From an optimization exercise on the open Yosys and OpenROAD flow, aimed at small area, a short achievable clock period and few clock cycles per item; shortcuts taken in it are not production practice. Function was not checked in any run shown here: the RTL went through the layout flow alone.

`design.v`:
```
module _inv(a,y);  
input a;  
output y;  
assign y = ~a;  
endmodule  
module _nand2(a,b,y);  
input a,b;  
output y;  
assign y = ~(a&b);  
endmodule  
module _and2(a,b,y);  
input a,b;  
output y;  
assign y = a & b;  
endmodule  
module _or2(a,b,y);  
input a,b;  
output y;  
assign y = a | b;  
endmodule  
module _xor2(a,b,y);  
input a,b;  
output y;  
wire inv_a, inv_b;  
wire w0, w1;  
_inv U0_inv(.a(a), .y(inv_a));  
_inv U1_inv(.a(b), .y(inv_b));  
_and2 U2_and2(.a(inv_a), .b(b), .y(w0));  
_and2 U3_and2(.a(a), .b(inv_b), .y(w1));  
_or2 U4_or2(.a(w0), .b(w1), .y(y));  
endmodule  
module _and3(a,b,c,y);  
input a,b,c;  
output y;  
assign y = a & b & c;  
endmodule  
module _and4(a,b,c,d,y);  
input a,b,c,d;  
output y;  
assign y = a & b & c & d;  
endmodule  
module _and5(a,b,c,d,e,y);  
input a,b,c,d,e;  
output y;  
assign y = a & b & c & d & e;  
endmodule  
module _or3(a,b,c,y); 
input a,b,c;  
output y;  
assign y= a | b | c;  
endmodule  
module _or4(a,b,c,d,y);  
input a,b,c,d;  
output y;  
assign y = a | b | c | d;  
endmodule  
module _or5(a,b,c,d,e,y);  
input a,b,c,d,e;  
output y;  
assign y = a | b | c | d | e;  
endmodule  
module _inv_4bits(a,y);  
input [3:0] a;  
output [3:0] y;  
assign y = ~a;  
endmodule  
module _and2_4bits(a,b,y);  
input [3:0] a,b;  
output [3:0] y;  
assign y = a&b;  
endmodule  
module _or2_4bits(a,b,y);  
input [3:0] a,b;  
output [3:0] y;  
assign y =a|b;  
endmodule  
module _xor2_4bits(a,b,y);  
input [3:0] a,b;  
output [3:0] y;  
	_xor2 U0_xor2(  
	.a(a[0]),
	.b(b[0]), 
	.y(y[0])
	);
	_xor2 U1_xor2(  
	.a(a[1]),
	.b(b[1]),
	.y(y[1])
	);
	_xor2 U2_xor2(  
	.a(a[2]),
	.b(b[2]),
	.y(y[2])
	);
	_xor2 U3_xor2(  
	.a(a[3]),
	.b(b[3]),
	.y(y[3])
	);
endmodule  
module _xnor2_4bits(a,b,y);  
input [3:0] a,b;  
output [3:0] y;  
wire [3:0] w0;  
	_xor2_4bits U0_xor2_4bits(  
	.a(a),
	.b(b),
	.y(w0)
	);
	_inv_4bits U1_inv_4bits(  
	.a(w0),
	.y(y)
	);
endmodule  
module _inv_32bits(a,y);  
input [31:0] a;  
output [31:0] y;  
assign y = ~a;  
endmodule  
module _and2_32bits(a,b,y);  
input [31:0] a,b;  
output [31:0] y;  
assign y = a&b;  
endmodule  
module _or2_32bits(a,b,y);  
input [31:0] a,b;  
output [31:0] y;  
assign y = a|b;  
endmodule  
module _xor2_32bits(a,b,y);  
input [31:0] a,b;  
output [31:0] y;  
_xor2_4bits U0_xor2_4bits(  
	.a(a[3:0]),
	.b(b[3:0]),
	.y(y[3:0])
	);
_xor2_4bits U1_xor2_4bits(  
	.a(a[7:4]),
	.b(b[3:0]),
	.y(y[7:4])
	);
_xor2_4bits U2_xor2_4bits(  
	.a(a[11:8]),
	.b(b[11:8]),
	.y(y[11:8])
	);
_xor2_4bits U3_xor2_4bits(  
	.a(a[15:12]),
	.b(b[15:12]),
	.y(y[15:12])
	);
_xor2_4bits U4_xor2_4bits(  
	.a(a[19:16]),
	.b(b[19:16]),
	.y(y[19:16])
	);
_xor2_4bits U5_xor2_4bits(  
	.a(a[23:20]),
	.b(b[23:20]),
	.y(y[23:20])
	);
_xor2_4bits U6_xor2_4bits(  
	.a(a[27:24]),
	.b(b[27:24]),
	.y(y[27:24])
	);
_xor2_4bits U7_xor2_4bits(  
	.a(a[31:28]),
	.b(b[31:28]),
	.y(y[31:28])
	);
endmodule  
module _xnor2_32bits(a,b,y);  
input [31:0] a,b;  
output [31:0] y;  
_xnor2_4bits U0_xnor2_4bits(  
	.a(a[3:0]),
	.b(b[3:0]),
	.y(y[3:0])
	);
_xnor2_4bits U1_xnor2_4bits(  
	.a(a[7:4]),
	.b(b[7:4]),
	.y(y[7:4])
	);
_xnor2_4bits U2_xnor2_4bits(  
	.a(a[11:8]),
	.b(b[11:8]),
	.y(y[11:8])
	);
_xnor2_4bits U3_xnor2_4bits(  
	.a(a[15:12]),
	.b(b[15:12]),
	.y(y[15:12])
	);
_xnor2_4bits U4_xnor2_4bits(  
	.a(a[19:16]),
	.b(b[19:16]),
	.y(y[19:16])
	);
_xnor2_4bits U5_xnor2_4bits(  
	.a(a[23:20]),
	.b(b[23:20]),
	.y(y[23:20])
	);
_xnor2_4bits U6_xnor2_4bits(  
	.a(a[27:24]),
	.b(b[27:24]),
	.y(y[27:24])
	);
_xnor2_4bits U7_xnor2_4bits(  
	.a(a[31:28]),
	.b(b[31:28]),
	.y(y[31:28])
	);
endmodule  
module fa_v2(a,b,ci,s);  
input a,b,ci;  
output s;  
wire w0;  
	_xor2 U0_xor2(  
	.a(a),  
	.b(b),  
	.y(w0)  
	);
	_xor2 U1_xor2(  
	.a(w0),  
	.b(ci),  
	.y(s)  
	);
endmodule  
module clb4(a,b,ci,c1,c2,c3,co);  
input [3:0] a,b;  
input ci;  
output c1,c2,c3,co;  
wire [3:0] g,p;  
wire w0_c1;  
wire w0_c2, w1_c2;  
wire w0_c3, w1_c3, w2_c3;  
wire w0_co, w1_co, w2_co, w3_co;  
	_and2 U0_and2(  
	.a(a[0]),
	.b(b[0]),
	.y(g[0])
	);
	_and2 U1_and2(  
	.a(a[1]),
	.b(b[1]),
	.y(g[1])
	);
	_and2 U2_and2(  
	.a(a[2]),
	.b(b[2]),
	.y(g[2])
	);
	_and2 U3_and2(  
	.a(a[3]),
	.b(b[3]),
	.y(g[3])
	);
	_or2 U4_or2(  
	.a(a[0]),
	.b(b[0]),
	.y(p[0])
	);
	_or2 U5_or2(  
	.a(a[1]),
	.b(b[1]),
	.y(p[1])
	);
	_or2 U6_or2(  
	.a(a[2]),
	.b(b[2]),
	.y(p[2])
	);
	_or2 U7_or2(  
	.a(a[3]),
	.b(b[3]),
	.y(p[3])
	);
	_and2 U8_and2(  
	.a(p[0]),
	.b(ci),
	.y(w0_c1)
	);
	_or2 U9_or2(  
	.a(g[0]),
	.b(w0_c1),
	.y(c1)
	);
	_and2 U10_and2(  
	.a(p[1]),
	.b(g[0]),
	.y(w0_c2)
	);
	_and3 U11_and3(  
	.a(p[1]),
	.b(p[0]),
	.c(ci),
	.y(w1_c2)
	);
	_or3 U12_or3(  
	.a(g[1]),
	.b(w0_c2),
	.c(w1_c2),
	.y(c2)
	);
	_and2 U13_and2(  
	.a(p[2]),
	.b(g[1]),
	.y(w0_c3)
	);
	_and3 U14_and3(  
	.a(p[2]),
	.b(p[1]),
	.c(g[0]),
	.y(w1_c3)
	);
	_and4 U15_and4(  
	.a(p[2]),
	.b(p[1]),
	.c(p[0]),
	.d(ci),
	.y(w2_c3)
	);
	_or4 U16_or4(  
	.a(g[2]),
	.b(w0_c3),
	.c(w1_c3),
	.d(w2_c3),
	.y(c3)
	);
	_and2 U17_and2(  
	.a(p[3]),
	.b(g[2]),
	.y(w0_co)
	);
	_and3 U18_and3(  
	.a(p[3]),
	.b(p[2]),
	.c(g[1]),
	.y(w1_co)
	);
	_and4 U19_and4(  
	.a(p[3]),
	.b(p[2]),
	.c(p[1]),
	.d(g[0]),
	.y(w2_co)
	);
	_and5 U20_and5(  
	.a(p[3]),
	.b(p[2]),
	.c(p[1]),
	.d(p[0]),
	.e(ci),
	.y(w3_co)
	);
	_or5 U21_or5(  
	.a(g[3]),
	.b(w0_co),
	.c(w1_co),
	.d(w2_co),
	.e(w3_co),
	.y(co)
	);
endmodule  
module cla4(a,b,ci,s,co);  
input [3:0] a,b;  
input ci;  
output [3:0] s;  
output co;  
wire c1, c2, c3;  
	fa_v2 U0_fa_v2(  
	.a(a[0]),  
	.b(b[0]),  
	.ci(ci),  
	.s(s[0])  
	);
	fa_v2 U1_fa_v2(  
	.a(a[1]),  
	.b(b[1]),  
	.ci(c1),  
	.s(s[1])  
	);
	fa_v2 U2_fa_v2(  
	.a(a[2]),  
	.b(b[2]),  
	.ci(c2),  
	.s(s[2])  
	);
	fa_v2 U3_fa_v2(  
	.a(a[3]),  
	.b(b[3]),  
	.ci(c3),  
	.s(s[3])  
	);
	clb4 U4_clb4(  
	.a(a),  
	.b(b),  
	.ci(ci),  
	.c1(c1),  
	.c2(c2),  
	.c3(c3),  
	.co(co)  
	);
endmodule  
module cla8(a,b,ci,s,co);  
input [7:0] a,b;  
input ci;
output [7:0] s;  
output co;  
wire c1;  
assign {co, s} = a + b + ci;
endmodule  
module cla64(a,b,ci,s,co);  
input [63:0] a,b;  
input ci;  
output [63:0] s;  
output co;  
wire c1, c2, c3, c4, c5, c6, c7;  
assign {co, s} = a + b + ci;
endmodule  
module ns_logic(clk, reset_n, op_start, op_clear, op_done, state, counter);  
input clk, reset_n;  
input op_start, op_clear, op_done;  
output [1:0] state;  
output [6:0] counter;  
parameter start_state = 2'b00;  
parameter multiple_state = 2'b01;  
parameter clear_state = 2'b10;  
reg [1:0] state, next_state;  
reg [6:0] counter, next_counter;  
reg [6:0] temp;  
wire [6:0] temp_counter;  
wire co;  
cla8 U0_cla8(  
	.a({1'b0, next_counter}),  
	.b(8'b00000001),
	.ci(1'b0),
	.s(temp_counter),
	.co(co)
	);
always @(posedge clk or negedge reset_n)
begin
	if(reset_n == 1'b0) 
	begin
		temp = 7'b0000000;
		state <= start_state;
		counter <= 7'b0000000;
	end
	else
	begin
		temp = temp_counter[6:0];
		state <= next_state;
		counter <= next_counter;
	end
end
always @(op_start, op_clear, op_done, state, counter, temp)
begin
	if(op_clear == 1'b1)  
	begin
		next_state <= start_state;
		next_counter <= 7'b0000000;
	end
	else
	begin
		case(state)
			start_state:  
			begin
				if(op_start == 1'b1 && op_clear == 1'b0 && op_done == 1'b0)  
				begin
					next_state <= multiple_state;
					next_counter <= counter;
				end
				else
				begin
					next_state <= start_state;
					next_counter <= counter;
				end
			end
			multiple_state:  
			begin
				if(counter == 7'b1000000)  
				begin
					next_state <= clear_state;
					next_counter <= counter;
				end
				else if(op_clear == 1'b1)
				begin
					next_state <= start_state;
					next_counter <= 7'b0000000;
				end
				else
				begin
					next_state <= multiple_state;
					next_counter <= temp; 
				end
			end
			clear_state:  
			begin
				if(op_clear == 1'b1)  
				begin
					next_state <= start_state; 
					next_counter <= 7'b0000000;
				end
				else  
				begin
					next_state <= clear_state;
					next_counter <= counter;
				end
			end
			default:
			begin
				next_state <= 2'bx;
				next_counter <= 7'bx;
			end
		endcase  
	end
end
endmodule  
module o_logic(clk, reset_n, multiplier, multiplicand, counter, state, op_done, result);  
	input clk, reset_n;  
	input [63:0] multiplier;  
	input [63:0] multiplicand;  
	input [6:0] counter;  
	input [1:0] state;  
	output op_done;  
	output [127:0] result;  
	parameter start_state = 2'b00;  
	parameter multiple_state = 2'b01;  
	parameter clear_state = 2'b10;  
	reg op_done;  
	reg [127:0] result;  
	reg [127:0] next_result;  
	reg [127:0] temp;  
	reg [63:0] addition_store, subtraction_store;  
	reg last_result;  
	reg last_q;  
	wire [63:0] addition, subtraction;  
	always @(posedge clk or negedge reset_n)
	begin
		if(reset_n == 1'b0)  
		begin
			addition_store = 64'b0;
			subtraction_store = 64'b0;
			result = 128'b0;
			last_q <= 1'b0;
		end
		else
		begin
			addition_store = addition;
			subtraction_store = subtraction;
			result <= next_result;
			last_q <= last_result;
		end
	end
	always @(multiplier, multiplicand, counter, state, result, last_q, addition_store, subtraction_store)
	begin
		case(state)
			start_state:  
			begin
				next_result = {64'b0,multiplier}; 
				op_done = 1'b0;
				last_result = 1'b0;
				temp = 128'b0;
			end
			multiple_state:  
			begin
				if(counter == 7'b1000000)  
				begin 
					op_done = 1'b1;
					next_result = result;
					last_result = 1'b0;
					temp = 128'b0; 
				end
				else
				begin
					op_done = 1'b0;
					if(result[0] == 1'b0 && last_q == 1'b0)  
					begin
						temp = result;
						last_result = result[0];
						next_result = {result[127], result[127:1]};  
					end
					else if(result[0] == 1'b0 && last_q == 1'b1)  
					begin
						temp[127:64] = addition_store;
						temp[63:0] = result[63:0];
						last_result = result[0];
						next_result = {((result[127] == multiplicand[63]) ? result[127] : temp[127]), temp[127:1]};  
					end
					else if(result[0] == 1'b1 && last_q == 1'b0)  
					begin
						temp[127:64] = subtraction_store;
						temp[63:0] = result[63:0];
						last_result = result[0];
						next_result = {((result[127] != multiplicand[63]) ? result[127] : temp[127]), temp[127:1]};  
					end
					else if(result[0] == 1'b1 && last_q == 1'b1)  
					begin
						temp = result;
						last_result = result[0];
						next_result = {result[127], result[127:1]};  
					end
					else 
					begin
						temp = result;
						next_result = 128'b0;
						op_done = 1'b0;
						last_result = 1'b0;
					end
				end
			end
			clear_state:  
			begin
				next_result = result;
				op_done = 1'b1;
				last_result = 1'b0;
				temp = 128'b0;
			end
			default:
			begin
				next_result = 128'bx;
				op_done = 1'bx;
				last_result = 1'bx;
				temp = 128'bx;
			end
		endcase  
	end
	cla64 U0_cla64(  
		.a(next_result[127:64]),
		.b(multiplicand[63:0]),
		.ci(1'b0),
		.s(addition),
		.co()
		);
	cla64 U1_cla64(  
		.a(next_result[127:64]),
		.b(~multiplicand[63:0]),
		.ci(1'b1),
		.s(subtraction),
		.co()
		);
endmodule  
module booth_multiplier(clk, reset_n, multiplier, multiplicand, op_start, op_clear, op_done, result);
	input clk, reset_n;
	input [63:0] multiplier;
	input [63:0] multiplicand;
	input op_start, op_clear;
	output op_done;
	output [127:0] result;
	localparam IDLE = 2'd0, BUSY = 2'd1, DONE = 2'd2;
	reg [1:0] state;
	reg [3:0] cnt;
	reg op_done;
	reg [63:0] lo;              
	reg [64:0] acc_s, acc_c;    
	reg [7:0]  pend_s, pend_c;  
	reg        cin;             
	reg        first;           
	reg [3:0]  sel1, sel2, neg;  
	wire [8:0] win_ld = {multiplier[7:0], 1'b0};
	wire [8:0] win_nx = lo[15:7];
	wire [8:0] win = (state == IDLE) ? win_ld : win_nx;
	wire [3:0] e1, e2, en;
	genvar t;
	generate
		for (t = 0; t < 4; t = t + 1) begin : g_enc
			wire b0 = win[2*t];
			wire b1 = win[2*t+1];
			wire b2 = win[2*t+2];
			assign e1[t] = b1 ^ b0;
			assign e2[t] = (b2 & ~b1 & ~b0) | (~b2 & b1 & b0);
			assign en[t] = b2 & ~(b1 & b0);
		end
	endgenerate
	wire [63:0] nvec;
	generate
		for (t = 0; t < 32; t = t + 1) begin : g_neg
			wire xm1 = (t == 0) ? 1'b0 : multiplier[2*t-1];
			assign nvec[2*t] = multiplier[2*t+1] & ~(multiplier[2*t] & xm1);
			assign nvec[2*t+1] = 1'b0;
		end
	endgenerate
	wire [64:0] pat [0:3];
	generate
		for (t = 0; t < 4; t = t + 1) begin : g_row
			wire [64:0] mag = ({65{sel1[t]}} & {multiplicand[63], multiplicand}) | ({65{sel2[t]}} & {multiplicand, 1'b0});
			assign pat[t] = mag ^ {65{neg[t]}};
		end
	endgenerate
	wire [64:0] as_in = first ? {1'b1, 64'b0} : acc_s;
	wire [72:0] l3_s, l3_c;
	csa_tree u_tree(.as(as_in), .ac(acc_c), .p0(pat[0]), .p1(pat[1]), .p2(pat[2]), .p3(pat[3]), .s(l3_s), .c(l3_c));
	wire [72:0] sum = {acc_s[64:0], pend_s} + {acc_c[64:0], pend_c[7:1], cin};
	wire c8 = sum[8] ^ acc_s[0] ^ acc_c[0];
	wire idle = (state == IDLE);
	wire step = (state == BUSY) & ~cnt[3];
	wire fin = (state == BUSY) & cnt[3];
	always @(posedge clk or negedge reset_n) begin
		if (!reset_n) begin
			state <= IDLE;
			cnt <= 4'd0;
			op_done <= 1'b0;
		end else if (op_clear) begin
			state <= IDLE;
			op_done <= 1'b0;
		end else begin
			case (state)
				IDLE: if (op_start) begin state <= BUSY; cnt <= 4'd0; end
				BUSY: begin
					cnt <= cnt + 4'd1;
					if (cnt[3]) begin state <= DONE; op_done <= 1'b1; end
				end
				default: ;
			endcase
		end
	end
	always @(posedge clk) begin
		sel1 <= e1;
		sel2 <= e2;
		neg <= en;
		first <= idle;
		acc_s <= l3_s[72:8];
		pend_s <= l3_s[7:0];
		pend_c <= l3_c[7:0];
		cin <= c8 & ~first;
		if (step)
			acc_c <= l3_c[72:8];
		else if (idle)
			acc_c <= {1'b0, nvec};
		else if (fin)
			acc_c[63:0] <= sum[71:8];
		if (idle)
			lo <= multiplier;
		else if (step | fin)
			lo <= {sum[7:0], lo[63:8]};
	end
	assign result = {acc_c[63:0], lo};
endmodule
module csa_tree(as, ac, p0, p1, p2, p3, s, c);
	input [64:0] as, ac, p0, p1, p2, p3;
	output [72:0] s, c;
	wire [72:0] a0 = {8'b0, as};
	wire [72:0] a1 = {8'b0, ac};
	wire [72:0] r0 = {7'b0, 1'b1, ~p0[64], p0[63:0]};
	wire [72:0] r1 = {5'b0, 1'b1, ~p1[64], p1[63:0], 2'b0};
	wire [72:0] r2 = {3'b0, 1'b1, ~p2[64], p2[63:0], 4'b0};
	wire [72:0] r3 = {1'b0, 1'b1, ~p3[64], p3[63:0], 6'b0};
	wire [72:0] l1a_s = a0 ^ a1 ^ r0;
	wire [72:0] l1a_c = {((a0 & a1) | (a0 & r0) | (a1 & r0)), 1'b0};
	wire [72:0] l1b_s = r1 ^ r2 ^ r3;
	wire [72:0] l1b_c = {((r1 & r2) | (r1 & r3) | (r2 & r3)), 1'b0};
	wire [72:0] l2_s = l1a_s ^ l1a_c ^ l1b_s;
	wire [72:0] l2_c = {((l1a_s & l1a_c) | (l1a_s & l1b_s) | (l1a_c & l1b_s)), 1'b0};
	assign s = l2_s ^ l2_c ^ l1b_c;
	assign c = {((l2_s & l2_c) | (l2_s & l1b_c) | (l2_c & l1b_c)), 1'b0};
endmodule
```
`flow/run.sh`:
```
#!/bin/bash
# Standard ORFS layout, with the port buffers made of the smallest buffer cell.
set -euo pipefail
cd "$(dirname "$0")/.."
bash standard.sh 'BUFFER_PORTS_ARGS=-buffer_cell sky130_fd_sc_hd__buf_1' finish > standard_flow.log 2>&1
```
`standard.sh`:
```
#!/bin/bash
# synth_recipe.tcl (not shown) runs the flow's synth.tcl, then flattens the netlist and writes it again
# the make line also repeats each setting of config.mk as NAME=value (left out here)
make -C /OpenROAD-flow-scripts/flow DESIGN_CONFIG=/design/flow/config.mk WORK_HOME=/design/flow/orfs CLKGATE_MAP_FILE= SYNTH_SCRIPT=/design/flow/synth_recipe.tcl "${@:-finish}"
```
`config.mk`:
```
export PLATFORM = sky130hd
export DESIGN_NAME = booth_multiplier
export DESIGN_NICKNAME = booth_multiplier
export VERILOG_FILES = /design/flow/design.v
export SDC_FILE = /design/flow/constraint.sdc
export NUM_CORES = 4
export LEC_CHECK = 0
export CAP_MARGIN = 20
export CORE_MARGIN = 2
export CORE_UTILIZATION = 40
export SETUP_SLACK_MARGIN = 3.2
export SLEW_MARGIN = 20
export SYNTH_HIERARCHICAL = 1
export TNS_END_PERCENT = 5
```
`constraint.sdc`:
```
create_clock -name core_clock -period 6.0 [get_ports {clk}]
set_input_delay 1.2000 -clock core_clock [delete_from_list [all_inputs] [get_ports {clk}]]
set_output_delay 1.2000 -clock core_clock [all_outputs]
set_load 0.01 [all_outputs]
```
==> impl_summary.txt, run 1 <==
----------------------------------------------------
[STA]
  Hold violation count in the final report ... 0
  Setup Skew ... roughly 0.012 ns
  Unrepaired setup endpoints after global routing ... yes
  Fin. max-slew vios ... 0
  Sum Neg Setup Slack ... 0 ns
  Finish-stage setup viols ... 0
  Remaining max-slew budget at the tightest pin ... 26.0%
  Shortest clock period the worst path allows after layout ... between 3 and 4 ns
  Least-Margin Pin Slew ... 1.11 ns
  Fmax achieved ... ~0.3 GHz
  Worst hold margin ... approximately 0.50 ns
  Final worst path period share ... a little over half

[Global route]
  Antenna violations before repair ... 2
  Total track usage ... a little over a quarter
  Via count of the first global-routing pass ... 20.0k
  Most Used Layer, Global Route ... met2
  Wire length of the first global-routing pass ... ~130000 um
  Total gr overflow ... 0
  Largest net degree at the start of global routing ... 70
  Routing usage on met2 ... 43.9%
  GR Layer Usage met3 ... between 4 and 5%
  Met1 usage in global routing ... 37.2%

[Critical path]
  Reg-to-reg slack, setup ... 2.75 ns
  CP Cell Sequence ... buf_1 > a22oi_1 > xnor2_1 > fa_1 > fa_1 > fa_1 > nor2_1 > a31oi_1
  Kind of cell adding the most delay to the critical path ... adder cells
  Critical path launch point type ... primary input
  CP Data Required Time ... 6.26 ns
  Worst EP arrival ... 3.53 ns
  CP max-delay cell ... fa_1
  Worst-path maximum fanout ... 8
  CP Class ... in2reg
  Number of buffer and inverter stages on the critical path ... 1
  Cell repeated most along the worst path ... fa_1
  Endpoint type of the worst setup path ... flip-flop
  CP peak stage delay ... 0.55 ns

[Job]
  Maximum Capacitance Violations ... 0

[Place]
  Placer's final routability congestion estimate ... 0.889
  Count of port buffers added during placement ... 260
  Detailed placer's ending HPWL ... 60200 um

[Floorplan]
  X dimension of the die ... about 250 um
  Floorplan die area ... just over 60000 um2
  Floorplan core area ... 58000 um2
  Initial Util ... 40.6%
  Row cnt ... slightly below 90
  DIE HEIGHT ... about 250 um
  Ports ... 261

[Route]
  Detailed Routing Iterations Pass 1 ... 6
  DRC viols ... 0
  Drt total wl ... 85500 um
  Routed via count divided by cell count ... roughly 5.9
  Wire per inst ... 25.4 um
  Initial DRC Count ... 1863
  DR vias ... 19.8k
  Number of nets with antenna violations after routing ... 0

[Clocking]
  Number of buffers created by CTS ... 28
  CTS tree ... yes
  Clock insertion delay at the later pin of the skew report ... 0.57 ns
  Maximum level of the CTS H-tree ... 1
  Clock root buffer ... clkbuf_16
  Sink count of the clock tree ... 230
  Largest buffer count on any clock path ... 3
  Clock Pin Slew Worst Setup and Hold Paths ... about 0.06 ns

[Final layout]
  Commonest non-fill, non-tap cells in the layout ... nand2_1 (313), xnor2_1 (288), fa_1 (234)
  Post-layout nets ... 3055
  Final core occ ... 47.9%
  Most common cell after layout, fill and taps aside ... nand2_1
  Area grow syn2layout ... 18.0%
  Share of final-layout standard cells stronger than drive strength 1 ... 17.1%

[Outcome]
  Run status ... timing/DRC/antenna clean

[Logic synthesis]
  Count of warnings emitted by yosys ... 7
  Syn Area/Cell ... 9.62 um2
  Netlist area before placement ... about 24000 um2
  Number of cells produced by synthesis ... roughly 2.5k

[Min path]
  Hold crit path type ... reg2reg

----------------------------------------------------
==> through the flow <==
stage               instance area [um2]  cells  setup slack [ns]
floorplan                         23700   2454              2.46
global placement                  24500   3218              1.99
detailed placement                24500   3218              1.97
CTS                               26500   3316              2.69
global route                      27800   3367              2.61
finish                            27800   3368              2.73
==> final cells by class <==
| cell class | count | area [um2] |
|---|---|---|
| Tap cell | 765 | 957 |
| Clock buffer | 43 | 882 |
| Antenna cell | 1 | 2.50 |
| Multi-Input combinational cell | 1871 | 17100 |
| Timing Repair Buffer | 382 | 2520 |
| Inverter | 69 | 262 |
| Fill cell | 5315 | 30200 |
| Clock inverter | 7 | 82.6 |
| Sequential cell | 230 | 5980 |
==> timing repair <==
action                     in CTS  in global routing
setup endpoints to repair     136                142
hold buffers                    0                  0
gates resized for setup       135                188
hold endpoints to repair        0                  0
setup buffers                  48                 50
pin swaps                      35                 54
cloned                          0                  1
==> tightest hold or removal path, stage by stage (launching register included) <==
cell and delay, ns:
dfrtp_1 0.35, a31oi_1 0.04, nor2_1 0.07
==> sequential cells by signal, indices dropped and copies added, names as in the netlist, 2 cells and up <==
name    flops
cnt         4
acc_s      65
pend_s      8
acc_c      65
state       2
lo         64
pend_c      7
sel1        4
sel2        4
neg         4
==> path summary, 6_finish.rpt <==
path,start,end,depth (start not counted)
worst max register to register,pend_s[0],acc_c[62],14
max in group asynchronous,reset_n,cnt[3],1
min in group asynchronous,reset_n,state[1],1
worst max-delay path,multiplicand[20],acc_c[18],8
worst min register to register,op_done,op_done,2
worst min-delay path,op_done,op_done,2
==> metal layers <==
layer  up-vias  wire length [um]  part of all wire (%)
li1       8683                 -                     -
met1      9984             35800                    42
met2       984             39400                    46
met3       187              7140                   8.3
met4         2              3160                   3.7
met5         -                13                 0.015
==> run 2, diff against run 1 <==
--- a/config.mk
+++ b/config.mk
@@ -10,2 +10,4 @@
 export CORE_UTILIZATION = 40
+export CTS_CLUSTER_DIAMETER = 70
+export CTS_CLUSTER_SIZE = 24
 export SETUP_SLACK_MARGIN = 3.2
==> run 2 against run 1 <==
Net effect:
- highest routed layer unchanged
- worst hold slack better by 0.0051 ns
- core utilization down 0.75 points
- cell count is essentially flat
- routed wire length fell by 0.18%
- register-to-register slack lost 0.03 ns
- global-route usage barely moved
- first-iteration DRC count decreased by 1.5%
- critical endpoint is now acc_c[62]
- critical path type is now reg2reg
==> impl_summary.txt, run 2 <==
----------------------------------------------------
[Outcome]
  Run status ... timing/DRC/antenna clean

[Global route]
  Antenna violations before repair ... 4
  Total track usage ... 27.1%
  Routing usage on met2 ... 44.0%
  Via count of the first global-routing pass ... 20.0k
  Met1 usage in global routing ... roughly 37%
  Wire length of the first global-routing pass ... around 130000 um
  GR Layer Usage met3 ... under 10%
  Total gr overflow ... 0
  Most Used Layer, Global Route ... met2
  Largest net degree at the start of global routing ... 70

[Route]
  DRC viols ... 0
  DR vias ... approximately 20k
  Detailed Routing Iterations Pass 1 ... 7
  Routed via count divided by cell count ... 5.89
  Initial DRC Count ... 1835
  Drt total wl ... 85300 um
  Wire per inst ... 25.3 um
  Number of nets with antenna violations after routing ... 0

[Floorplan]
  DIE HEIGHT ... between 200 and 250 um
  X dimension of the die ... roughly 250 um
  Floorplan die area ... 60900 um2
  Initial Util ... around two fifths
  Floorplan core area ... 58000 um2
  Ports ... 261
  Row cnt ... about 90

[Final layout]
  Registers with the most flip-flops ... acc_c x65, acc_s x65, lo x64
  Combined area of the multi-input logic cells ... 16900 um2
  Filler cell count ... 5352
  Commonest non-fill, non-tap cells in the layout ... nand2_1 (313), xnor2_1 (294), fa_1 (236)
  Area grow syn2layout ... 16.1%
  Post-route insts no fill ... 3366
  Most common cell after layout, fill and taps aside ... nand2_1
  Share of final-layout standard cells stronger than drive strength 1 ... 15.9%
  Post-layout nets ... around 3k
  Sequential cell area ... 5980 um2

[Critical path]
  CP max-delay cell ... fa_2
  CP Class ... reg2reg
  Source of the worst register-to-register timing path ... pend_s[0]
  Endpoint type of the worst setup path ... flip-flop
  CP Cell Sequence ... ha_4 > inv_2 > fa_2 > nor2b_4 > o2111ai_4 > a311oi_4 > buf_6 > o21ai_4 > nor3b_4 > a21oi_4 > a211oi_4 > o311ai_4 > mux2i_1 > a221o_1
  Critical path launch point type ... flip-flop
  CP Data Required Time ... 6.31 ns
  Worst EP arrival ... 3.59 ns
  Crit path from ... pend_s[0]
  CP peak stage delay ... around 0.38 ns
  Worst-path maximum fanout ... 4

[Place]
  Cell Count Post-Placement ... 3218
  Count of port buffers added during placement ... 260
  Placer's final routability congestion estimate ... 0.889
  Detailed placer's ending HPWL ... between 60000 and 70000 um

[Clocking]
  Maximum level of the CTS H-tree ... 1
  Sink count of the clock tree ... 230
  Clock root buffer ... clkbuf_16
  CTS tree ... yes
  Clock Pin Slew Worst Setup and Hold Paths ... about 0.08 ns
  Clock insertion delay at the later pin of the skew report ... 0.56 ns
  Number of buffers created by CTS ... 24
  Largest buffer count on any clock path ... 3

[STA]
  Shortest clock period the worst path allows after layout ... 3.28 ns
  Final worst path period share ... 54.7%
  Sum Neg Setup Slack ... 0 ns
  Fmax achieved ... 0.305 GHz
  Least-Margin Pin Slew ... 0.992 ns
  Finish-stage setup viols ... 0
  Hold violation count in the final report ... 0
  Setup Skew ... between 0.015 and 0.02 ns
  Unrepaired setup endpoints after global routing ... yes
  Remaining max-slew budget at the tightest pin ... 33.9%
  Fin. max-slew vios ... 0

[Logic synthesis]
  Syn Area/Cell ... 9.62 um2
  Number of cells produced by synthesis ... 2451
  Netlist area before placement ... 23600 um2
  Count of warnings emitted by yosys ... 7

[Min path]
  Launch point of the worst hold path ... op_done
  Hold crit path type ... reg2reg

[Job]
  Maximum Capacitance Violations ... 0

----------------------------------------------------
-- run 2: through the flow --
step	worst slack (ns)	util, %	hold slack, ns	area (um2)
finish	2.72	47.2	0.509	27400
CTS	2.67	45.4	0.513	26400
detailed placement	1.97	42.2	0.493	24500
global route	2.64	47.2	0.534	27400
floorplan	2.46	-	0.485	23700
global placement	1.99	42.2	0.485	24500
-- run 2: area by class of cell --
class	count	share of cell area, %
Timing Repair Buffer	384	8.87
Sequential cell	230	21.9
Inverter	69	0.960
Multi-Input combinational cell	1871	61.7
Clock buffer	28	2.33
Clock inverter	16	0.727
Antenna cell	3	0.0274
Tap cell	765	3.50
-- run 2: metal layers --
layer,part of all wire [%],wire (um)
met1,42,35700
met4,3.8,3210
met5,0.049,42
met3,8.4,7210
met2,46,39200
-- run 2: worst paths after layout --
path | endpoint | slack (ns) | depth (start not counted)
hold reg to reg | op_done | 0.51 | 2
max in group asynchronous | cnt[3] | 5.19 | 1
hold / removal | op_done | 0.51 | 2
setup reg to reg | acc_c[62] | 2.72 | 14
setup / recovery | acc_c[62] | 2.72 | 14
min in group asynchronous | state[0] | 0.53 | 1
-- run 2: timing repair --
action | CTS | global route
setup endpoints to repair | 137 | 147
hold buffers | 0 | 0
gates cloned | 0 | 1
endpoints found under the hold margin | 0 | 0
resized for setup | 125 | 144
buffers inserted | 49 | 51
pin swaps | 32 | 36
-- run 2: worst max-delay path, delay by kind of cell, from the launching register on --
family	cells	cell delay [ns]
compound gates	7	1.39
fa+ha+maj	2	0.52
buf+inv	2	0.20
flops	1	0.34
mux	1	0.17
simple gates	2	0.42
==> run 3, diff against run 2 <==
--- a/design.v
+++ b/design.v
@@ -662,2 +662,3 @@
 	reg        first;           
+	reg [63:0] hi;              
 	reg [3:0]  sel1, sel2, neg;  
@@ -694,4 +695,5 @@
 	wire [64:0] as_in = first ? {1'b1, 64'b0} : acc_s;
+	wire [64:0] ac_in = first ? {1'b0, nvec} : acc_c;
 	wire [72:0] l3_s, l3_c;
-	csa_tree u_tree(.as(as_in), .ac(acc_c), .p0(pat[0]), .p1(pat[1]), .p2(pat[2]), .p3(pat[3]), .s(l3_s), .c(l3_c));
+	csa_tree u_tree(.as(as_in), .ac(ac_in), .p0(pat[0]), .p1(pat[1]), .p2(pat[2]), .p3(pat[3]), .s(l3_s), .c(l3_c));
 	wire [72:0] sum = {acc_s[64:0], pend_s} + {acc_c[64:0], pend_c[7:1], cin};
@@ -726,2 +728,3 @@
 		acc_s <= l3_s[72:8];
+		acc_c <= l3_c[72:8];
 		pend_s <= l3_s[7:0];
@@ -729,8 +732,4 @@
 		cin <= c8 & ~first;
-		if (step)
-			acc_c <= l3_c[72:8];
-		else if (idle)
-			acc_c <= {1'b0, nvec};
-		else if (fin)
-			acc_c[63:0] <= sum[71:8];
+		if (fin)
+			hi <= sum[71:8];
 		if (idle)
@@ -740,3 +739,3 @@
 	end
-	assign result = {acc_c[63:0], lo};
+	assign result = {hi, lo};
 endmodule
==> run 3 against run 2 <==
Net effect:
- final area rose by 1.8%
- area after synthesis rose by 2.3%
- sequential cell count rose by 64
- sequential share of layout area rose by 4.2 points
- critical path depth fell by 3
- global-route usage fell by 1.2 points
- highest routed layer unchanged
==> impl_summary.txt, run 3 <==
----------------------------------------------------
[STA]
  Final worst path period share ... ~53%
  Hold violation count in the final report ... 0
  Least-Margin Pin Slew ... 0.889 ns
  Unrepaired setup endpoints after global routing ... yes
  Finish-stage setup viols ... 0
  Setup Skew ... between 0.03 and 0.04 ns
  Shortest clock period the worst path allows after layout ... 3.15 ns
  Fin. max-slew vios ... 0
  Remaining max-slew budget at the tightest pin ... 40.2%
  Sum Neg Setup Slack ... 0 ns
  Fmax achieved ... 0.317 GHz

[Final layout]
  Post-layout nets ... 2923
  Registers with the most flip-flops ... acc_c x65, acc_s x65
  Most common cell after layout, fill and taps aside ... xnor2_1
  Commonest non-fill, non-tap cells in the layout ... xnor2_1 (296), a22oi_1 (251), fa_1 (251)
  Share of final-layout standard cells stronger than drive strength 1 ... 13.8%
  Area grow syn2layout ... 15.5%

[Route]
  Detailed Routing Iterations Pass 1 ... 8
  DRC viols ... 0
  Routed via count divided by cell count ... 5.80
  Wire per inst ... 25.5 um
  Drt total wl ... 83000 um
  Initial DRC Count ... 1708
  DR vias ... 18.9k
  Number of nets with antenna violations after routing ... 0

[Critical path]
  CP Data Required Time ... about 6.4 ns
  Endpoint type of the worst setup path ... flip-flop
  Worst EP arrival ... 3.52 ns
  Worst-path maximum fanout ... 8
  CP Class ... reg2reg
  Cells on worst reg2reg path ... 11
  Critical path launch point type ... flip-flop

[Global route]
  Wire length of the first global-routing pass ... 122000 um
  Total track usage ... roughly a quarter
  Largest net degree at the start of global routing ... 60
  Via count of the first global-routing pass ... 19.6k
  Total gr overflow ... 0
  Antenna violations before repair ... 6

[Clocking]
  Number of buffers inserted for hold repair after clock tree synthesis ... 0
  Clock Pin Slew Worst Setup and Hold Paths ... 0.07 ns
  Largest buffer count on any clock path ... 3
  Clock insertion delay at the later pin of the skew report ... 0.63 ns
  Sink count of the clock tree ... 294
  CTS tree ... yes
  Number of buffers created by CTS ... 31
  Maximum level of the CTS H-tree ... 1
  Clock root buffer ... clkbuf_16

[Logic synthesis]
  Count of warnings emitted by yosys ... 7
  Number of cells produced by synthesis ... approximately 2.3k
  Syn Area/Cell ... 10.6 um2
  Netlist area before placement ... 24100 um2

[Place]
  Count of port buffers added during placement ... 260
  Placer's final routability congestion estimate ... between 0.8 and 0.9
  Detailed placer's ending HPWL ... 59400 um

[Min path]
  Hold crit path type ... in2async

[Floorplan]
  Initial Util ... 40.6%
  DIE HEIGHT ... 249 um
  X dimension of the die ... between 200 and 250 um
  Ports ... 261
  Row cnt ... 89
  Floorplan die area ... 62200 um2
  Floorplan core area ... 59400 um2

[Outcome]
  Run status ... timing/DRC/antenna clean

[Job]
  Maximum Capacitance Violations ... 0

----------------------------------------------------
==> run 3: area by class of cell <==
type                    count  area (um2)
fillers                  5547       31500
multi-input cells        1678       16200
flip-flops and latches    294        7270
repair buffers            346        1940
well taps                 773         967
clock buffers              31         776
inverters                  99         373
clock inverters            27         310
diodes                      4        10.0
==> run 3: worst max-delay path, stage by stage (launching register included) <==
cell and delay (ns):
dfxtp_1 0.32, ha_1 0.41, a21oi_1 0.30, a21boi_0 0.16, o31ai_1 0.51, a21oi_2 0.15
nand3_2 0.14, a31oi_4 0.18, a211oi_4 0.37, o21ai_2 0.14, a21oi_2 0.15, xnor2_1 0.08
==> run 3: what timing repair did <==
| item | CTS | global route |
|---|---|---|
| pin swaps | 18 | 49 |
| setup buffers | 46 | 23 |
| gates resized for setup | 87 | 90 |
| setup endpoints to repair | 167 | 142 |
==> run 3: path summary, 6_finish.rpt <==
check / from / end / slack (ns)
worst max-delay path: acc_s[9] / hi[56] / 2.85
worst max register to register: acc_s[9] / hi[56] / 2.85
max in group asynchronous: reset_n / cnt[3] / 5.27
worst min-delay path: reset_n / state[0] / 0.46
worst min register to register: op_done / op_done / 0.51
min in group core_clock: op_done / op_done / 0.51
==> run 3: per-stage QoR <==
step	cells	instance area (um2)	utilization [%]	hold slack, ns	setup WS, ns
6_report	3252	27900	46.9	0.463	2.85
5_1_grt	3251	27900	46.9	0.480	2.78
4_1_cts	3225	27200	45.8	0.448	2.82
3_5_place_dp	3121	25300	42.7	0.499	2.35
3_3_place_gp	3121	25300	42.7	0.487	2.32
2_1_floorplan	2285	24100	-	0.477	2.76
==> run 3: metal layers <==
layer | up-vias | part of all wire (%) | global-route usage, %
li1 | 8271 | - | -
met4 | 2 | 4.3 | 9.60
met1 | 9417 | 41 | 34.2
met5 | - | 0.017 | 0
met3 | 171 | 8.9 | 5.68
met2 | 994 | 46 | 41.9
==> run 4, diff against run 3 <==
--- a/design.v
+++ b/design.v
@@ -661,4 +661,2 @@
 	reg        cin;             
-	reg        first;           
-	reg [63:0] hi;              
 	reg [3:0]  sel1, sel2, neg;  
@@ -694,7 +692,6 @@
 	endgenerate
-	wire [64:0] as_in = first ? {1'b1, 64'b0} : acc_s;
-	wire [64:0] ac_in = first ? {1'b0, nvec} : acc_c;
 	wire [72:0] l3_s, l3_c;
-	csa_tree u_tree(.as(as_in), .ac(ac_in), .p0(pat[0]), .p1(pat[1]), .p2(pat[2]), .p3(pat[3]), .s(l3_s), .c(l3_c));
-	wire [72:0] sum = {acc_s[64:0], pend_s} + {acc_c[64:0], pend_c[7:1], cin};
+	csa_tree u_tree(.as(acc_s), .ac(acc_c), .p0(pat[0]), .p1(pat[1]), .p2(pat[2]), .p3(pat[3]), .s(l3_s), .c(l3_c));
+	wire [72:0] sum;
+	ks_add73 u_add(.a({acc_s[64:0], pend_s}), .b({acc_c[64:0], pend_c[7:1], cin}), .s(sum));
 	wire c8 = sum[8] ^ acc_s[0] ^ acc_c[0];
@@ -726,16 +723,25 @@
 		neg <= en;
-		first <= idle;
-		acc_s <= l3_s[72:8];
-		acc_c <= l3_c[72:8];
-		pend_s <= l3_s[7:0];
-		pend_c <= l3_c[7:0];
-		cin <= c8 & ~first;
-		if (fin)
-			hi <= sum[71:8];
-		if (idle)
+		if (idle) begin
+			acc_c <= {1'b0, nvec};
+			pend_s <= 8'b0;
+			pend_c <= 8'b0;
+			cin <= 1'b0;
+		end else begin
+			acc_c <= l3_c[72:8];
+			pend_s <= l3_s[7:0];
+			pend_c <= l3_c[7:0];
+			cin <= c8;
+		end
+		if (idle) begin
 			lo <= multiplier;
-		else if (step | fin)
+			acc_s <= {1'b1, 64'b0};
+		end else if (step) begin
+			lo <= {sum[7:0], lo[63:8]};
+			acc_s <= l3_s[72:8];
+		end else if (fin) begin
 			lo <= {sum[7:0], lo[63:8]};
+			acc_s[63:0] <= sum[71:8];
+		end
 	end
-	assign result = {hi, lo};
+	assign result = {acc_s[63:0], lo};
 endmodule
@@ -759 +765,22 @@
 endmodule
+module ks_add73(a, b, s);
+	input [72:0] a, b;
+	output [72:0] s;
+	wire [72:0] p0 = a ^ b;
+	wire [72:0] g0 = a & b;
+	wire [72:0] g1 = g0 | (p0 & {g0[71:0], 1'b0});
+	wire [72:0] p1 = p0 & {p0[71:0], 1'b0};
+	wire [72:0] g2 = g1 | (p1 & {g1[70:0], 2'b0});
+	wire [72:0] p2 = p1 & {p1[70:0], 2'b0};
+	wire [72:0] g3 = g2 | (p2 & {g2[68:0], 4'b0});
+	wire [72:0] p3 = p2 & {p2[68:0], 4'b0};
+	wire [72:0] g4 = g3 | (p3 & {g3[64:0], 8'b0});
+	wire [72:0] p4 = p3 & {p3[64:0], 8'b0};
+	wire [72:0] g5 = g4 | (p4 & {g4[56:0], 16'b0});
+	wire [72:0] p5 = p4 & {p4[56:0], 16'b0};
+	wire [72:0] g6 = g5 | (p5 & {g5[40:0], 32'b0});
+	wire [72:0] p6 = p5 & {p5[40:0], 32'b0};
+	wire [72:0] g7 = g6 | (p6 & {g6[8:0], 64'b0});
+	wire [72:0] p7 = p6 & {p6[8:0], 64'b0};
+	assign s = p0 ^ {g7[71:0], 1'b0};
+endmodule
--- a/config.mk
+++ b/config.mk
@@ -10,4 +10,2 @@
 export CORE_UTILIZATION = 40
-export CTS_CLUSTER_DIAMETER = 70
-export CTS_CLUSTER_SIZE = 24
 export SETUP_SLACK_MARGIN = 3.2
==> run 4 against run 3 <==
Net effect:
- maximum frequency grew 2.9%
- via count grew 7.1%
- largest cell class unchanged
- core utilization grew 0.36 points
- sequential share of layout area shrank 6.9 points
- first-iteration DRC count shrank 18%
- worst setup slack gained 0.088 ns
- routed wire length grew 1.1%
- critical endpoint is now acc_s[16]
- non-clock buffer count grew 6
- synthesized cell count grew 15%
- clock skew shrank 0.012 ns
- still clean
- highest routed layer unchanged
==> impl_summary.txt, run 4 <==
----------------------------------------------------
[Floorplan]
  Ports ... 261
  DIE HEIGHT ... about 250 um
  Initial Util ... 40.6%
  Floorplan die area ... 62000 um2
  Row cnt ... 89
  X dimension of the die ... 249 um
  Floorplan core area ... 59100 um2

[Critical path]
  CP Cell Sequence ... clkbuf_4 > a22oi_2 > xnor2_2 > fa_1 > fa_2 > fa_1 > mux2i_1 > o21ai_0
  CP max-delay cell ... fa_2
  CP Class ... in2reg
  Worst EP arrival ... 3.50 ns
  Endpoint type of the worst setup path ... flip-flop
  CP Data Required Time ... approximately 6.4 ns
  CP peak stage delay ... 0.59 ns
  Worst-path maximum fanout ... 8
  Number of buffer and inverter stages on the critical path ... 1
  Critical path launch point type ... primary input
  Kind of cell adding the most delay to the critical path ... adder cells
  Cell repeated most along the worst path ... fa_1

[Final layout]
  Most common cell after layout, fill and taps aside ... nand2_1
  Area grow syn2layout ... 16.5%
  Commonest non-fill, non-tap cells in the layout ... nand2_1 (422), xnor2_1 (280), fa_1 (250)
  Post-layout nets ... 3184
  Final antenna diode count ... 0
  Registers with the most flip-flops ... acc_c x65, acc_s x65, lo x64
  Share of final-layout standard cells stronger than drive strength 1 ... 16.6%

[STA]
  Final worst setup slack ... 2.93 ns
  Remaining max-slew budget at the tightest pin ... a little under a third
  Least-Margin Pin Slew ... just over 1 ns
  Finish-stage setup viols ... 0
  Shortest clock period the worst path allows after layout ... a little over 3 ns
  Fin. max-slew vios ... 0
  Final worst path period share ... 51.1%
  Hold violation count in the final report ... 0
  Fmax achieved ... roughly 0.33 GHz
  Unrepaired setup endpoints after global routing ... yes
  Setup Skew ... 0.0270 ns
  Sum Neg Setup Slack ... 0 ns
  Worst hold margin ... 0.500 ns

[Clocking]
  Clock insertion delay at the later pin of the skew report ... around 0.59 ns
  Clock root buffer ... clkbuf_16
  Maximum level of the CTS H-tree ... 1
  Number of buffers inserted for hold repair after clock tree synthesis ... 0
  Number of buffers created by CTS ... 27
  CTS tree ... yes
  Largest buffer count on any clock path ... 3
  Clock Pin Slew Worst Setup and Hold Paths ... about 0.060 ns
  Sink count of the clock tree ... around 230

[Logic synthesis]
  Count of warnings emitted by yosys ... 7
  Netlist area before placement ... roughly 24000 um2
  Number of cells produced by synthesis ... between 2k and 3k
  Syn Area/Cell ... 9.11 um2

[Route]
  Initial DRC Count ... 1403
  Detailed Routing Iterations Pass 1 ... 5
  DR vias ... around 20k
  Number of nets with antenna violations after routing ... 0
  Drt total wl ... about 84000 um
  Wire per inst ... between 20 and 25 um
  DRC viols ... 0
  Routed via count divided by cell count ... just under 6

[Place]
  Detailed placer's ending HPWL ... 59600 um
  Placer's final routability congestion estimate ... 0.923
  Place WS ... approximately 2.1 ns
  Count of port buffers added during placement ... 260

[Global route]
  Via count of the first global-routing pass ... 20.7k
  Largest net degree at the start of global routing ... 105
  Wire length of the first global-routing pass ... 127000 um
  Total track usage ... between 20% and 30%
  Total gr overflow ... 0
  Antenna violations before repair ... 4

[Min path]
  Hold crit path type ... reg2reg

[Job]
  Maximum Capacitance Violations ... 0

[Outcome]
  Run status ... timing/DRC/antenna clean

----------------------------------------------------
[run 4: cell count changes in the layout (fill, tap and decap cells not counted), moves of 54 or more]
cell,before,now
edfxtp_1,128,64
mux2_2,55,1
a22oi_2,2,78
nor2b_1,104,6
mux2i_1,5,64
a22oi_1,251,174
nand2_1,97,422
[run 4: layout make-up]
class	count	area (um2)
Sequential cell	229	5370
Multi-Input combinational cell	2045	18200
Inverter	58	218
Clock inverter	11	110
Tap cell	773	967
Clock buffer	37	840
Timing Repair Buffer	352	2300
Fill cell	5582	31200
[run 4: worst paths after layout]
| kind | startpoint | to | slack (ns) | cells after the start |
|---|---|---|---|---|
| setup / recovery | multiplicand[18] | acc_s[16] | 2.93 | 8 |
| hold / removal | acc_s[34] | acc_s[34] | 0.50 | 2 |
| setup reg to reg | acc_s[1] | acc_s[51] | 2.95 | 12 |
| hold reg to reg | acc_s[34] | acc_s[34] | 0.50 | 2 |
| max in group asynchronous | reset_n | cnt[3] | 4.94 | 1 |
| min in group asynchronous | reset_n | op_done | 0.61 | 1 |
[run 4: metal layers]
metal	GRT usage (%)	routed length, um	up-vias
li1	-	-	9114
met1	35.0	35000	10051
met2	43.8	39700	857
met3	4.90	6310	165
met4	8.09	2850	4
met5	0	21	-
[run 4: stage by stage]
stage                     cell area, um2  cells  utilization, %
after floorplan                    24000   2636               -
after global placement             24500   3384            41.4
after detailed placement           24500   3384            41.4
after CTS                          27300   3490            46.2
after global routing               28000   3505            47.3
final                              28000   3505            47.3
[run 4: worst reg2reg max path: stages (launching register included)]
cell       delay (ns)
dfxtp_4          0.36
ha_4             0.29
nand4_4          0.11
or3_4            0.39
a31o_4           0.25
a2111oi_4        0.34
o21ai_1          0.12
nand3_2          0.17
a21oi_4          0.10
o41a_1           0.36
xnor2_2          0.21
mux2i_1          0.10
o21ai_1          0.15
[run 4: timing repair]
item | 4_1_cts | 5_1_grt
pin swaps | 116 | 86
buffers inserted | 58 | 15
endpoints found under the setup margin | 187 | 188
gates resized for setup | 296 | 137
==> run 5, diff against run 4 <==
--- a/design.v
+++ b/design.v
@@ -662,2 +662,6 @@
 	reg [3:0]  sel1, sel2, neg;  
+	reg [3:0]  nsel1, nsel2, nneg;  
+	reg [63:0] m;               
+	reg        first;           
+	reg [63:0] hi;              
 	wire [8:0] win_ld = {multiplier[7:0], 1'b0};
@@ -680,4 +684,4 @@
 		for (t = 0; t < 32; t = t + 1) begin : g_neg
-			wire xm1 = (t == 0) ? 1'b0 : multiplier[2*t-1];
-			assign nvec[2*t] = multiplier[2*t+1] & ~(multiplier[2*t] & xm1);
+			wire xm1 = (t == 0) ? 1'b0 : lo[2*t-1];
+			assign nvec[2*t] = lo[2*t+1] & ~(lo[2*t] & xm1);
 			assign nvec[2*t+1] = 1'b0;
@@ -685,2 +689,4 @@
 	endgenerate
+	wire [64:0] mx = {m[63], m};
+	wire [64:0] m2 = {m, 1'b0};
 	wire [64:0] pat [0:3];
@@ -688,8 +694,11 @@
 		for (t = 0; t < 4; t = t + 1) begin : g_row
-			wire [64:0] mag = ({65{sel1[t]}} & {multiplicand[63], multiplicand}) | ({65{sel2[t]}} & {multiplicand, 1'b0});
-			assign pat[t] = mag ^ {65{neg[t]}};
+			wire [32:0] mag_l = ({33{sel1[t]}} & mx[32:0]) | ({33{sel2[t]}} & m2[32:0]);
+			wire [31:0] mag_h = ({32{~nsel1[t]}} & mx[64:33]) | ({32{~nsel2[t]}} & m2[64:33]);
+			assign pat[t] = {mag_h ^ {32{~nneg[t]}}, mag_l ^ {33{neg[t]}}};
 		end
 	endgenerate
+	wire [64:0] as_in = first ? {1'b1, 64'b0} : acc_s;
+	wire [64:0] ac_in = first ? {1'b0, nvec} : acc_c;
 	wire [72:0] l3_s, l3_c;
-	csa_tree u_tree(.as(acc_s), .ac(acc_c), .p0(pat[0]), .p1(pat[1]), .p2(pat[2]), .p3(pat[3]), .s(l3_s), .c(l3_c));
+	csa_tree u_tree(.as(as_in), .ac(ac_in), .p0(pat[0]), .p1(pat[1]), .p2(pat[2]), .p3(pat[3]), .s(l3_s), .c(l3_c));
 	wire [72:0] sum;
@@ -720,2 +729,3 @@
 	always @(posedge clk) begin
+		m <= multiplicand;
 		sel1 <= e1;
@@ -723,25 +733,19 @@
 		neg <= en;
-		if (idle) begin
-			acc_c <= {1'b0, nvec};
-			pend_s <= 8'b0;
-			pend_c <= 8'b0;
-			cin <= 1'b0;
-		end else begin
-			acc_c <= l3_c[72:8];
-			pend_s <= l3_s[7:0];
-			pend_c <= l3_c[7:0];
-			cin <= c8;
-		end
-		if (idle) begin
+		nsel1 <= ~e1;
+		nsel2 <= ~e2;
+		nneg <= ~en;
+		first <= idle;
+		acc_s <= l3_s[72:8];
+		acc_c <= l3_c[72:8];
+		pend_s <= l3_s[7:0];
+		pend_c <= l3_c[7:0];
+		cin <= c8 & ~first;
+		if (fin)
+			hi <= sum[71:8];
+		if (idle)
 			lo <= multiplier;
-			acc_s <= {1'b1, 64'b0};
-		end else if (step) begin
+		else if (step | fin)
 			lo <= {sum[7:0], lo[63:8]};
-			acc_s <= l3_s[72:8];
-		end else if (fin) begin
-			lo <= {sum[7:0], lo[63:8]};
-			acc_s[63:0] <= sum[71:8];
-		end
 	end
-	assign result = {acc_s[63:0], lo};
+	assign result = {hi, lo};
 endmodule
==> run 5 against run 4 <==
Net effect:
- still clean
- cell count rose by 0.29%
- sequential cell count grew 141
- worst hold slack improved by 0.012 ns
==> impl_summary.txt, run 5 <==
----------------------------------------------------
[Route]
  DRC viols ... 0
  Detailed Routing Iterations Pass 1 ... 5
  Drt total wl ... about 85000 um
  DR vias ... 20.2k
  Routed via count divided by cell count ... 5.75
  Initial DRC Count ... approximately 1.8k
  Wire per inst ... 24.2 um
  Number of nets with antenna violations after routing ... 0

[Clocking]
  Largest buffer count on any clock path ... 3
  Clock root buffer ... clkbuf_16
  Sink count of the clock tree ... 370
  Clock insertion delay at the later pin of the skew report ... 0.60 ns
  Number of buffers created by CTS ... 46
  CTS tree ... yes
  Clock Pin Slew Worst Setup and Hold Paths ... 0.06 ns
  Maximum level of the CTS H-tree ... 2

[Floorplan]
  Initial Util ... 40.6%
  Ports ... 261
  Floorplan die area ... roughly 68000 um2
  X dimension of the die ... 260 um
  Row cnt ... 93
  Floorplan core area ... 64600 um2
  DIE HEIGHT ... 260 um

[Final layout]
  Registers with the most flip-flops ... acc_c x65, acc_s x65
  Area grow syn2layout ... 14.1%
  Post-layout nets ... 3095
  Share of final-layout standard cells stronger than drive strength 1 ... 11.8%
  Final design instance area without fill ... 29900 um2
  Commonest non-fill, non-tap cells in the layout ... xnor2_1 (301), buf_1 (260), fa_1 (251)
  Post-route insts no fill ... 3515
  Most common cell after layout, fill and taps aside ... xnor2_1

[Place]
  Cell Count Post-Placement ... 3389
  Placed standard-cell area ... 27300 um2
  Detailed placer's ending HPWL ... 63100 um
  Count of port buffers added during placement ... 260
  Placer's final routability congestion estimate ... 0.932

[Critical path]
  Worst-path maximum fanout ... 9
  Critical path launch point type ... flip-flop
  Endpoint type of the worst setup path ... flip-flop
  Worst EP arrival ... 3.32 ns
  CP Data Required Time ... 6.34 ns
  CP Class ... reg2reg

[Global route]
  GR Layer Usage met3 ... 5.08%
  Largest net degree at the start of global routing ... 56
  Antenna violations before repair ... 4
  Routing usage on met2 ... approximately two fifths
  Met1 usage in global routing ... about 33%
  Total track usage ... 25.0%
  Total gr overflow ... 0
  Most Used Layer, Global Route ... met2
  Wire length of the first global-routing pass ... 129000 um
  Via count of the first global-routing pass ... about 21k

[STA]
  Shortest clock period the worst path allows after layout ... 2.98 ns
  Fin. max-slew vios ... 0
  Worst hold margin ... around 0.5 ns
  Setup Skew ... 0.0374 ns
  Fmax achieved ... 0.335 GHz
  Least-Margin Pin Slew ... 0.849 ns
  Final worst path period share ... roughly 50%
  Unrepaired setup endpoints after global routing ... yes
  Hold violation count in the final report ... 0
  Sum Neg Setup Slack ... 0 ns
  Remaining max-slew budget at the tightest pin ... 43.4%
  Finish-stage setup viols ... 0

[Logic synthesis]
  Netlist area before placement ... 26200 um2
  Count of warnings emitted by yosys ... 7
  Syn Area/Cell ... 10.6 um2
  Number of cells produced by synthesis ... about 2.5k

[Min path]
  Hold crit path type ... reg2reg

[Job]
  Maximum Capacitance Violations ... 0

[Outcome]
  Run status ... timing/DRC/antenna clean

----------------------------------------------------
[run 5: per-stage QoR]
stage | setup slack, ns | util (%)
floorplan | 3.20 | -
global placement | 2.30 | 42.3
detailed placement | 2.18 | 42.3
CTS | 3.04 | 45.8
global route | 2.96 | 46.3
finish | 3.02 | 46.3
[run 5: routing by layer]
metal  routed length (um)  up-vias
li1                     -     8830
met1                35400    10127
met2                39200     1045
met3                 7110      202
met4                 3480        0
met5                    0        -
[run 5: worst max-delay path, stage by stage, from the launching register on]
cell and delay [ns]:
dfxtp_1 0.35, ha_4 0.33, nand4_1 0.15, buf_4 0.17, or4_1 0.56, a211oi_2 0.26
o2111ai_2 0.27, nand3_2 0.21, a31oi_4 0.12, buf_4 0.17, xnor2_1 0.12
[run 5: area by class of cell]
cell class	instances	area, um2
inverter	124	465
sequential	370	8780
tap	855	1070
clock inverter	23	244
antenna	1	2.50
timing repair buffer	322	1550
fill	6039	34700
clock buffer	62	1290
multi-input combinational	1758	16500
[run 5: worst paths after layout]
path                       slack, ns  depth (start not counted)      start      to
setup / recovery                3.02                         10  acc_s[16]  hi[56]
hold / removal                  0.51                          1     cnt[0]  cnt[0]
setup reg to reg                3.02                         10  acc_s[16]  hi[56]
hold reg to reg                 0.51                          1     cnt[0]  cnt[0]
max in group asynchronous       5.20                          1    reset_n  cnt[3]
min in group asynchronous       0.52                          1    reset_n  cnt[0]
[run 5: timing repair]
action                                  CTS  global route
hold buffers                              0             0
buffers inserted                         27            13
endpoints found under the setup margin  173           167
resized for setup                       104            47
pin swaps                                27            31

[re-timing with driven ports]
How much do the figures lean on ideal ports? The routed layouts below were timed once more, with nothing changed but the port constraints.
Step 1, drivers: a clkbuf_16 drives clk and a buf_2 each remaining input, both assumed.
Step 2 also shifts input and output timing later by t, the mid clock arrival at the registers, as if the neighbouring blocks saw the same clock.
Slacks: ideal / step 1 / step 2; pairs: ideal / step 1.
run | t (ns) | slack for setup (ns) | worst register clock-pin slew, ns | worst data-port slew with drivers (ns) | cell pins on the clock port's net
run 1 | 0.627 | 2.727 / 2.746 / 2.119 | 0.06 / 0.06 | 0.12 | 1
run 2 | 0.614 | 2.717 / 2.717 / 2.145 | 0.08 / 0.08 | 0.13 | 1
run 3 | 0.667 | 2.845 / 2.845 / 2.334 | 0.08 / 0.08 | 0.08 | 1
run 4 | 0.627 | 2.934 / 2.945 / 2.335 | 0.06 / 0.06 | 0.08 | 1
run 5 | 0.644 | 3.017 / 3.017 / 3.017 | 0.07 / 0.07 | 0.06 | 1
After both steps setup and hold are still met in every run listed. For run 1, which loses most, drivers alone change the setup slack by +0.019 ns; drivers and shift together by -0.608 ns.
